From an optimization exercise on the open Yosys and OpenROAD flow, aimed at small area, a short achievable clock period and few clock cycles; shortcuts taken in it are not production practice.
Power and IR drop assume default switching activity.

==> run G: inputs <==
## pool1_top
module pool1_top (
    input  wire        clk,
    input  wire        rst,
    input  wire [31:0] in_data,
    input  wire        in_valid,
    output wire        in_read,
    output wire [31:0] out_data,
    output wire        out_write,
    input  wire        out_ready
);
    localparam W  = 29;
    localparam NR = 14;          
    localparam RW = 16 * W;      
    reg  [NR*RW-1:0]  lb;        
    reg  [8:0]        cnt;       
    reg               odd;       
    reg  [W-1:0]      res;       
    reg               res_v;
    reg  [W-1:0]      sk;        
    reg               sk_v;
    reg  [3:0]        pause;     
    reg               go;        
    wire ph   = cnt[4];          
    wire free = ~odd & (cnt == 9'd0);
    wire run = in_valid & go;
    pool1_and u_in_read   (.a(in_valid), .b(go),        .y(in_read));
    pool1_and u_out_write (.a(res_v),    .b(out_ready), .y(out_write));
    assign out_data  = {3'b000, res};
    wire [W-1:0] xr   = in_data[W-1:0];
    wire         xneg = in_data[31];
    wire         xsat = ~in_data[31] & (in_data[30] | in_data[29]);
    wire [W-1:0] x    = xneg ? {W{1'b0}} : xsat ? {W{1'b1}} : xr;
    wire [W-1:0] first = lb[RW-1 -: W];          
    wire [W-1:0] last  = lb[NR*RW-1 -: W];       
    wire         ge_f  = first >= xr;
    wire         ge_l  = last  >= xr;
    wire [W-1:0] m_f   = xsat ? {W{1'b1}} : (xneg | ge_f) ? first : xr;
    wire [W-1:0] m_l   = xsat ? {W{1'b1}} : (xneg | ge_l) ? last  : xr;
    wire shift = run & ~(odd ^ ph);              
    reg  [W-1:0] ring_in [0:NR-1];
    integer k;
    always @(*) begin
        ring_in[0] = (run & ~odd) ? (ph ? m_f : x) : first;
        for (k = 1; k < NR; k = k + 1)
            ring_in[k] = shift ? lb[k*RW-1 -: W] : lb[(k+1)*RW-1 -: W];
        if (run & odd & ~ph)
            ring_in[NR-1] = m_l;
    end
    always @(posedge clk)
        for (k = 0; k < NR; k = k + 1)
            lb[k*RW +: RW] <= {lb[k*RW +: RW-W], ring_in[k]};
    wire         new_r    = run & odd & ph;
    wire [W-1:0] r        = (m_l[W-1 -: 3] == 3'b111) ? {W{1'b0}} : m_l;
    wire         res_free = ~res_v | out_ready;
    always @(posedge clk) begin
        if (res_free)
            res <= sk_v ? sk : r;
        if (new_r & ~(res_free & ~sk_v))
            sk <= r;
    end
    wire       wrap    = cnt == 9'd447;
  ...
==> module pool1_top, before the edit <==
module pool1_top (
    input  wire        clk,
    input  wire        rst,
    input  wire [31:0] in_data,
    input  wire        in_valid,
    output wire        in_read,
    output wire [31:0] out_data,
    output wire        out_write,
    input  wire        out_ready
);
    localparam W  = 29;
    localparam NR = 14;          
    localparam RW = 16 * W;      
    reg  [NR*RW-1:0]  lb;        
    reg  [8:0]        cnt;       
    reg               odd;       
    reg  [W-1:0]      res;       
    reg               res_v;
    reg  [W-1:0]      sk;        
    reg               sk_v;
    reg  [3:0]        pause;     
    reg               go;        
    wire ph   = cnt[4];          
    wire free = ~odd & (cnt == 9'd0);
    wire run = in_valid & go;
    pool1_and u_in_read   (.a(in_valid), .b(go),        .y(in_read));
    pool1_and u_out_write (.a(res_v),    .b(out_ready), .y(out_write));
    assign out_data  = {3'b000, res};
    wire [W-1:0] xr   = in_data[W-1:0];
    wire         xneg = in_data[31];
    wire         xsat = ~in_data[31] & (in_data[30] | in_data[29]);
    wire [W-1:0] x    = xneg ? {W{1'b0}} : xsat ? {W{1'b1}} : xr;
    wire [W-1:0] first = lb[RW-1 -: W];          
    wire [W-1:0] last  = lb[NR*RW-1 -: W];       
    wire         ge_f  = first >= xr;
    wire         ge_l  = last  >= xr;
    wire [W-1:0] m_f   = xsat ? {W{1'b1}} : (xneg | ge_f) ? first : xr;
    wire [W-1:0] m_l   = xsat ? {W{1'b1}} : (xneg | ge_l) ? last  : xr;
    wire shift = run & ~(odd ^ ph);              
    reg  [W-1:0] ring_in [0:NR-1];
    integer k;
    always @(*) begin
        ring_in[0] = (run & ~odd) ? (ph ? m_f : x) : first;
        for (k = 1; k < NR; k = k + 1)
            ring_in[k] = shift ? lb[k*RW-1 -: W] : lb[(k+1)*RW-1 -: W];
        if (run & odd & ~ph)
            ring_in[NR-1] = m_l;
    end
    always @(posedge clk)
        for (k = 0; k < NR; k = k + 1)
            lb[k*RW +: RW] <= {lb[k*RW +: RW-W], ring_in[k]};
    wire         new_r    = run & odd & ph;
    wire [W-1:0] r        = (m_l[W-1 -: 3] == 3'b111) ? {W{1'b0}} : m_l;
    wire         res_free = ~res_v | out_ready;
    always @(posedge clk) begin
        if (res_free)
            res <= sk_v ? sk : r;
        if (new_r & ~(res_free & ~sk_v))
            sk <= r;
    end
    wire       wrap    = cnt == 9'd447;
    wire [8:0] cnt_n   = ~run ? cnt : wrap ? 9'd0 : cnt + 9'd1;
    wire       odd_n   = odd ^ (run & wrap);
    wire       res_v_n = res_free ? (sk_v | new_r) : 1'b1;
    wire       sk_v_n  = res_free ? (sk_v & new_r) : (sk_v | new_r);
    wire [3:0] pause_n = stop ? 4'd15 : (pause != 4'd0) ? pause - 4'd1 : 4'd0;
    wire       stop    = (pause == 4'd0) & ~run & ~free;
    always @(posedge clk) begin
        if (rst) begin
            cnt   <= 9'd0;
            odd   <= 1'b0;
            res_v <= 1'b0;
            sk_v  <= 1'b0;
            pause <= 4'd0;
            go    <= 1'b1;
        end else begin
            cnt   <= cnt_n;
            odd   <= odd_n;
            res_v <= res_v_n;
            sk_v  <= sk_v_n;
            pause <= pause_n;
            go    <= (pause_n == 4'd0) & ~(odd_n & cnt_n[4] & sk_v_n);
        end
    end
endmodule
==> module pool1_and, before the edit <==
module pool1_and (
    input  wire a,
    input  wire b,
    output wire y
);
    assign y = a & b;
endmodule
export LEC_CHECK = 0
export CAP_MARGIN = 20
export CORE_MARGIN = 2
export CORE_UTILIZATION = 40
export SETUP_SLACK_MARGIN = 5
export SLEW_MARGIN = 20
export SYNTH_HIERARCHICAL = 1
create_clock -name core_clock -period 11.0 [get_ports {clk}]
standard.sh (not shown) runs the stock make flow with config.mk's settings and CLKGATE_MAP_FILE= SYNTH_SCRIPT=/design/flow/synth_recipe.tcl, a recipe that flattens the netlist after the stock synthesis.
==> flow/flow/run.sh <==
#!/bin/bash
# Own layout flow: the standard flow, with port buffers of a plain buffer cell,
# larger clock-tree sink clusters and a larger setup repair margin.
export BUFFER_PORTS_ARGS="-buffer_cell sky130_fd_sc_hd__buf_4"
export CTS_ARGS="-sink_clustering_enable -repair_clock_nets -sink_clustering_size 24 -sink_clustering_max_diameter 80 -buf_list sky130_fd_sc_hd__clkbuf_16"
bash standard.sh SETUP_SLACK_MARGIN=7 finish > standard.log 2>&1
==> run H: changes against run G <==
==> flow/design.v (replaced) <==
module pool1_top (
    input  wire        clk,
    input  wire        rst,
    input  wire [31:0] in_data,
    input  wire        in_valid,
    output wire        in_read,
    output wire [31:0] out_data,
    output wire        out_write,
    input  wire        out_ready
);
    localparam W = 29;
    reg  [8:0]        cnt;       
    reg               odd;       
    reg  [16*W-1:0]   seg_a;
    reg  [192*W-1:0]  seg_b;
    reg  [16*W-1:0]   seg_c;
    reg  [W-1:0]      res;
    reg               res_v;
    reg               blk;       
    wire ph = cnt[4];            
    wire fire = in_valid & (~blk | out_ready);
    assign in_read   = fire;
    assign out_write = res_v & out_ready;
    assign out_data  = {3'b000, res};
    wire [W-1:0] xr   = in_data[W-1:0];
    wire         xneg = in_data[31];
    wire         xsat = ~in_data[31] & (in_data[30] | in_data[29]);
    wire [W-1:0] x    = xneg ? {W{1'b0}} : xsat ? {W{1'b1}} : xr;
    wire [W-1:0] a15  = seg_a[16*W-1 -: W];
    wire [W-1:0] c223 = seg_c[16*W-1 -: W];
    wire         ge_a = a15  >= xr;
    wire         ge_c = c223 >= xr;
    wire [W-1:0] m_a  = xsat ? {W{1'b1}} : (xneg | ge_a) ? a15  : xr;
    wire [W-1:0] m_c  = xsat ? {W{1'b1}} : (xneg | ge_c) ? c223 : xr;
    wire en_a = fire & (~odd | ph);
    wire en_b = fire & ~(odd ^ ph);
    wire en_c = fire & (odd | ~ph);
    wire       wrap    = cnt == 9'd447;
    wire [8:0] cnt_n   = ~fire ? cnt : wrap ? 9'd0 : cnt + 9'd1;
    wire       odd_n   = odd ^ (fire & wrap);
    wire       res_v_n = (fire & odd & ph) | (res_v & ~out_ready);
    always @(posedge clk) begin
        if (rst) begin
            cnt   <= 9'd0;
            odd   <= 1'b0;
            res_v <= 1'b0;
            blk   <= 1'b0;
        end else begin
            cnt   <= cnt_n;
            odd   <= odd_n;
            res_v <= res_v_n;
            blk   <= odd_n & cnt_n[4] & res_v_n;
        end
    end
    always @(posedge clk) begin
        if (en_a)
            seg_a <= {seg_a[15*W-1:0], ph ? m_a : x};
        if (en_b)
            seg_b <= {seg_b[191*W-1:0], a15};
        if (en_c)
            seg_c <= {seg_c[15*W-1:0], (odd & ~ph) ? m_c : seg_b[192*W-1 -: W]};
        if (fire & odd & ph)
            res <= (m_c[W-1 -: 3] == 3'b111) ? {W{1'b0}} : m_c;
    end
endmodule
SYNTH_HIERARCHICAL = not set   (was 1)
==> comparison <==
- Critical path depth: run G is lower than run H (1).
- Via count: run G is smaller than run H (24%).
- Between run H and run G, the lower global-route usage is in run G (gap 0.13 points).
- Between run G and run H, the lower sequential share of layout area is in run G (gap 6.4 points).
- In run G the non-clock buffer count is lower than in run H, by 34.
- Between run H and run G, the lower design area is in run G (gap 38%, measured against run G).
==> figures <==
Outcome: run H no timing/DRC/antenna violations; run G no timing/DRC/antenna violations
Leading area contributor after synthesis: run H sky130_fd_sc_hd__edfxtp_1; run G sky130_fd_sc_hd__dfxtp_1
Wire length of the first global-routing pass: run H 402 mm; run G 290 mm
Worst path depth: run H 4; run G 3
Worst slack after detailed placement: run H 4.94 ns; run G 4.48 ns
Switch Pwr: run H 0.00769 W; run G 0.00764 W
Number of fill cells in the layout: run H 40757; run G 29790
Most instantiated flip-flop cell in the synthesis netlist: run H sky130_fd_sc_hd__edfxtp_1; run G sky130_fd_sc_hd__dfxtp_1
Crit path buffers/inverters: run H 3; run G 2
Post-synthesis area per instance: run H 28.1 um^2; run G 18.2 um^2
Critical Path Fanout Max: run H 3; run G 2
Share of cells above drive strength 1: run H 0.0697; run G 0.126
Number of flops mapped to enable cells by yosys: run H 6525; run G 58
Most frequent cell after synthesis: run H sky130_fd_sc_hd__edfxtp_1; run G sky130_fd_sc_hd__dfxtp_1
No run of this note included a check of the RTL's function; only the layout flow was run.

-- port drivers added, routing unchanged --
In the flow no input, the clock included, has a driving cell. The finished layouts below were timed again as built, in two steps. Step 1, drivers: a clkbuf_16 drives clk and a buf_2 each remaining input, both assumed. Step 2 also shifts input and output timing later by t, the mid clock arrival at the registers, as if the neighbouring blocks saw the same clock. a / b / c = ideal / step 1 / step 2; a / b = the first two.
| run | shift t [ns] | setup WS [ns] | hold slack, ns | latest minus earliest clock arrival (ns) | slew at the worst register clock pin (ns) |
|---|---|---|---|---|---|
| run G | 1.004 | 6.250 / 6.204 / 5.795 | 0.292 / 0.292 / 0.292 | 0.065 / 0.065 | 0.09 / 0.09 |
| run H | 1.020 | 6.216 / 6.164 / 5.861 | 0.336 / 0.336 / 0.336 | 0.117 / 0.117 | 0.10 / 0.10 |
After both steps every run listed still meets setup and hold. For run G, which loses most, drivers alone change the setup slack by -0.046 ns; drivers and shift together by -0.455 ns.
